This design comes from an exercise in tuning for small area and a short achievable clock period on the open sky130 flow, not from production work. The RTL was checked by simulation tests, not by an equivalence proof against the original design.

## Algorithmic_Multiplier
module Algorithmic_Multiplier(
    input signed [15:0] b0, b1, b2, b3,
    input signed [15:0] x0, x1, x2, x3,
    input clk,
    output signed [15:0] y0, y1, y2, y3
);
For scale: about 3600 cells after synthesis, ~560 flip-flops, roughly 190 I/O pins, roughly 0.042 sq mm of cells after synthesis.
export LEC_CHECK = 0
export CAP_MARGIN = 20
export CORE_MARGIN = 2
export CORE_UTILIZATION = 70
export CTS_CLUSTER_DIAMETER = 80
export CTS_CLUSTER_SIZE = 25
export SLEW_MARGIN = 20
export SYNTH_HIERARCHICAL = 1
export SYNTH_MINIMUM_KEEP_SIZE = 0
create_clock -name core_clock -period 21.0 [get_ports {clk}]
standard.sh (not shown) runs the stock make flow with config.mk's settings and CLKGATE_MAP_FILE= SYNTH_SCRIPT=/design/flow/synth_recipe.tcl, a recipe that flattens the netlist after the stock synthesis.
==> flow/flow/run.sh <==
#!/bin/bash
# Standard ORFS layout, with the port buffers chosen here (flow/ports.tcl) and timing repair
# aimed at a period well below the design's, so that it sizes the critical paths.
set -euo pipefail
W=$PWD
export DONT_BUFFER_PORTS=1
export PRE_GLOBAL_PLACE_TCL=$W/flow/ports.tcl
export POST_GLOBAL_PLACE_TCL=$W/flow/outflops.tcl
export SKIP_BUFFER_REMOVAL=1
export SETUP_SLACK_MARGIN=15.7
export CTS_ARGS="-sink_clustering_enable -repair_clock_nets -sink_clustering_size 18 -sink_clustering_max_diameter 55 -dont_use_dummy_load -sink_clustering_buffer sky130_fd_sc_hd__clkbuf_8"
bash standard.sh > $W/standard_make.log 2>&1
==> flow/flow/outflops.tcl <==
# Move each output flip-flop next to its output port buffer, so that the flip-flop drives a short
# wire; detailed placement legalizes the moved cells afterwards.
set block [ord::get_db_block]
set moved 0
foreach bt [$block getBTerms] {
  if {[$bt getIoType] ne "OUTPUT"} { continue }
  set pnet [$bt getNet]
  set buf ""
  foreach it [$pnet getITerms] { if {[$it isOutputSignal]} { set buf [$it getInst] } }
  if {$buf eq ""} { continue }
  set inet [[$buf findITerm A] getNet]
  foreach it [$inet getITerms] {
    if {[$it isOutputSignal]} {
      set ff [$it getInst]
      if {[string match "*dfxtp*" [[$ff getMaster] getName]]} {
        set loc [$buf getLocation]
        $ff setLocation [lindex $loc 0] [lindex $loc 1]
        incr moved
      }
    }
  }
}
puts "output flip-flops moved: $moved"
==> flow/flow/ports.tcl <==
# Buffer every input and output port (as the standard flow does), with small buffers on the
# inputs and a stronger one on the outputs, and keep those buffers through timing repair.
# Synthesis' pass-through buffers (flip-flop to output port) go first.
remove_buffers
buffer_ports -inputs -buffer_cell sky130_fd_sc_hd__buf_1
buffer_ports -outputs -buffer_cell sky130_fd_sc_hd__buf_4
# connect the new buffers to the power grid before they are marked don't-touch
global_connect
set kept 0
foreach bt [[ord::get_db_block] getBTerms] {
  set net [$bt getNet]
  if {[$net getSigType] eq "CLOCK" || [$bt getName] eq "clk"} { continue }
  foreach it [$net getITerms] {
    set inst [$it getInst]
    if {[string match "sky130_fd_sc_hd__buf_*" [[$inst getMaster] getName]]} {
      $inst setDoNotTouch 1
      incr kept
    }
  }
}
puts "port buffers kept: $kept"
The first run completed with no timing, DRC or antenna violations.
Rerun with:
==> flow/flow/run.sh (replaced) <==
#!/bin/bash
# Standard ORFS layout, with the port buffers chosen here (flow/ports.tcl) and timing repair
# aimed at a period well below the design's, so that it sizes the critical paths.
set -euo pipefail
W=$PWD
export DONT_BUFFER_PORTS=1
export PRE_GLOBAL_PLACE_TCL=$W/flow/ports.tcl
export SKIP_BUFFER_REMOVAL=1
export SETUP_SLACK_MARGIN=15.75
export CTS_ARGS="-sink_clustering_enable -repair_clock_nets -sink_clustering_size 20 -sink_clustering_max_diameter 60 -dont_use_dummy_load -sink_clustering_buffer sky130_fd_sc_hd__clkbuf_8"
bash standard.sh > $W/standard_make.log 2>&1
removed: flow/flow/outflops.tcl
Worst setup slack loses 0.053 ns.
Cell count hardly moves.
Count of clock-buffer cells in the layout went down by 9.
Die area stays the same.
Rerun with:
==> flow/flow/run.sh (replaced) <==
#!/bin/bash
# Standard ORFS layout, with the port buffers chosen here (flow/ports.tcl) and timing repair
# aimed at a period well below the design's, so that it sizes the critical paths; the output
# flip-flops are moved next to their port buffers after global placement (flow/outflops.tcl).
set -euo pipefail
W=$PWD
export DONT_BUFFER_PORTS=1
export PRE_GLOBAL_PLACE_TCL=$W/flow/ports.tcl
export POST_GLOBAL_PLACE_TCL=$W/flow/outflops.tcl
export SKIP_BUFFER_REMOVAL=1
export SETUP_SLACK_MARGIN=15.7
export CTS_ARGS="-sink_clustering_enable -repair_clock_nets -sink_clustering_size 18 -sink_clustering_max_diameter 55 -dont_use_dummy_load -sink_clustering_buffer sky130_fd_sc_hd__clkbuf_8"
bash standard.sh > $W/standard_make.log 2>&1
==> flow/flow/outflops.tcl (new file) <==
# Move each output flip-flop next to its output port buffer, so that the flip-flop drives a short
# wire; detailed placement legalizes the moved cells afterwards.
set block [ord::get_db_block]
set moved 0
foreach bt [$block getBTerms] {
  if {[$bt getIoType] ne "OUTPUT"} { continue }
  set pnet [$bt getNet]
  set buf ""
  foreach it [$pnet getITerms] { if {[$it isOutputSignal]} { set buf [$it getInst] } }
  if {$buf eq ""} { continue }
  set inet [[$buf findITerm A] getNet]
  foreach it [$inet getITerms] {
    if {[$it isOutputSignal]} {
      set ff [$it getInst]
      if {[string match "*dfxtp*" [[$ff getMaster] getName]]} {
        set loc [$buf getLocation]
        $ff setLocation [lindex $loc 0] [lindex $loc 1]
        incr moved
      }
    }
  }
}
puts "output flip-flops moved: $moved"
Worst hold slack degrades by 0.027 ns; register-to-register slack improves by 0.03 ns; wire length goes down by 0.57%; flip-flop and latch count is unchanged; final cell count stays flat; global-route usage came out higher by 0.29 points; die area does not change.
Rerun with:
==> flow/flow/run.sh (replaced) <==
#!/bin/bash
# Standard ORFS layout, with the port buffers chosen here (flow/ports.tcl) and timing repair
# aimed at a period well below the design's, so that it sizes the critical paths.
set -euo pipefail
W=$PWD
export DONT_BUFFER_PORTS=1
export PRE_GLOBAL_PLACE_TCL=$W/flow/ports.tcl
export SKIP_BUFFER_REMOVAL=1
export SETUP_SLACK_MARGIN=15.7
export CTS_ARGS="-sink_clustering_enable -repair_clock_nets -sink_clustering_size 18 -sink_clustering_max_diameter 55 -dont_use_dummy_load -sink_clustering_buffer sky130_fd_sc_hd__clkbuf_8"
bash standard.sh > $W/standard_make.log 2>&1
removed: flow/flow/outflops.tcl
Outcome:
- core utilization grows by 0.15 points
- non-clock buffer count grows by 27
- via count grows by 0.52%
- fmax hardly moves

[separate check: timing with driven ports]
In the flow no input, the clock included, has a driving cell. The finished layouts below were timed again as built, in two steps.
Step 1 (the two cells are an assumption about what drives the block):
set clk [get_ports {clk}]
set_driving_cell -lib_cell sky130_fd_sc_hd__clkbuf_16 $clk
set_driving_cell -lib_cell sky130_fd_sc_hd__buf_2 [delete_from_list [all_inputs] $clk]
Step 2 adds t to the input delays and takes it off the output delays; t is the mean of the earliest and latest rising clock arrival at the registers after step 1. Input paths then give back, and output paths get back, about the clock's delay inside the block.
Three values: no drivers, after step 1, after step 2; two values: the first two.
run	shift t [ns]	setup WS [ns]	hold WS [ns]	worst setup path at the end	worst register clock-pin slew, ns
the first run	0.632	15.734 / 15.668 / 15.785	0.292 / 0.292 / 0.292	register to register	0.11 / 0.11
the second run	0.629	15.681 / 15.613 / 15.763	0.318 / 0.318 / 0.318	register to register	0.12 / 0.12
the third run	0.632	15.734 / 15.668 / 15.785	0.292 / 0.292 / 0.292	register to register	0.11 / 0.11
the fourth run	0.635	15.719 / 15.654 / 15.798	0.310 / 0.310 / 0.310	register to register	0.10 / 0.10
After both steps every run listed still meets setup and hold.
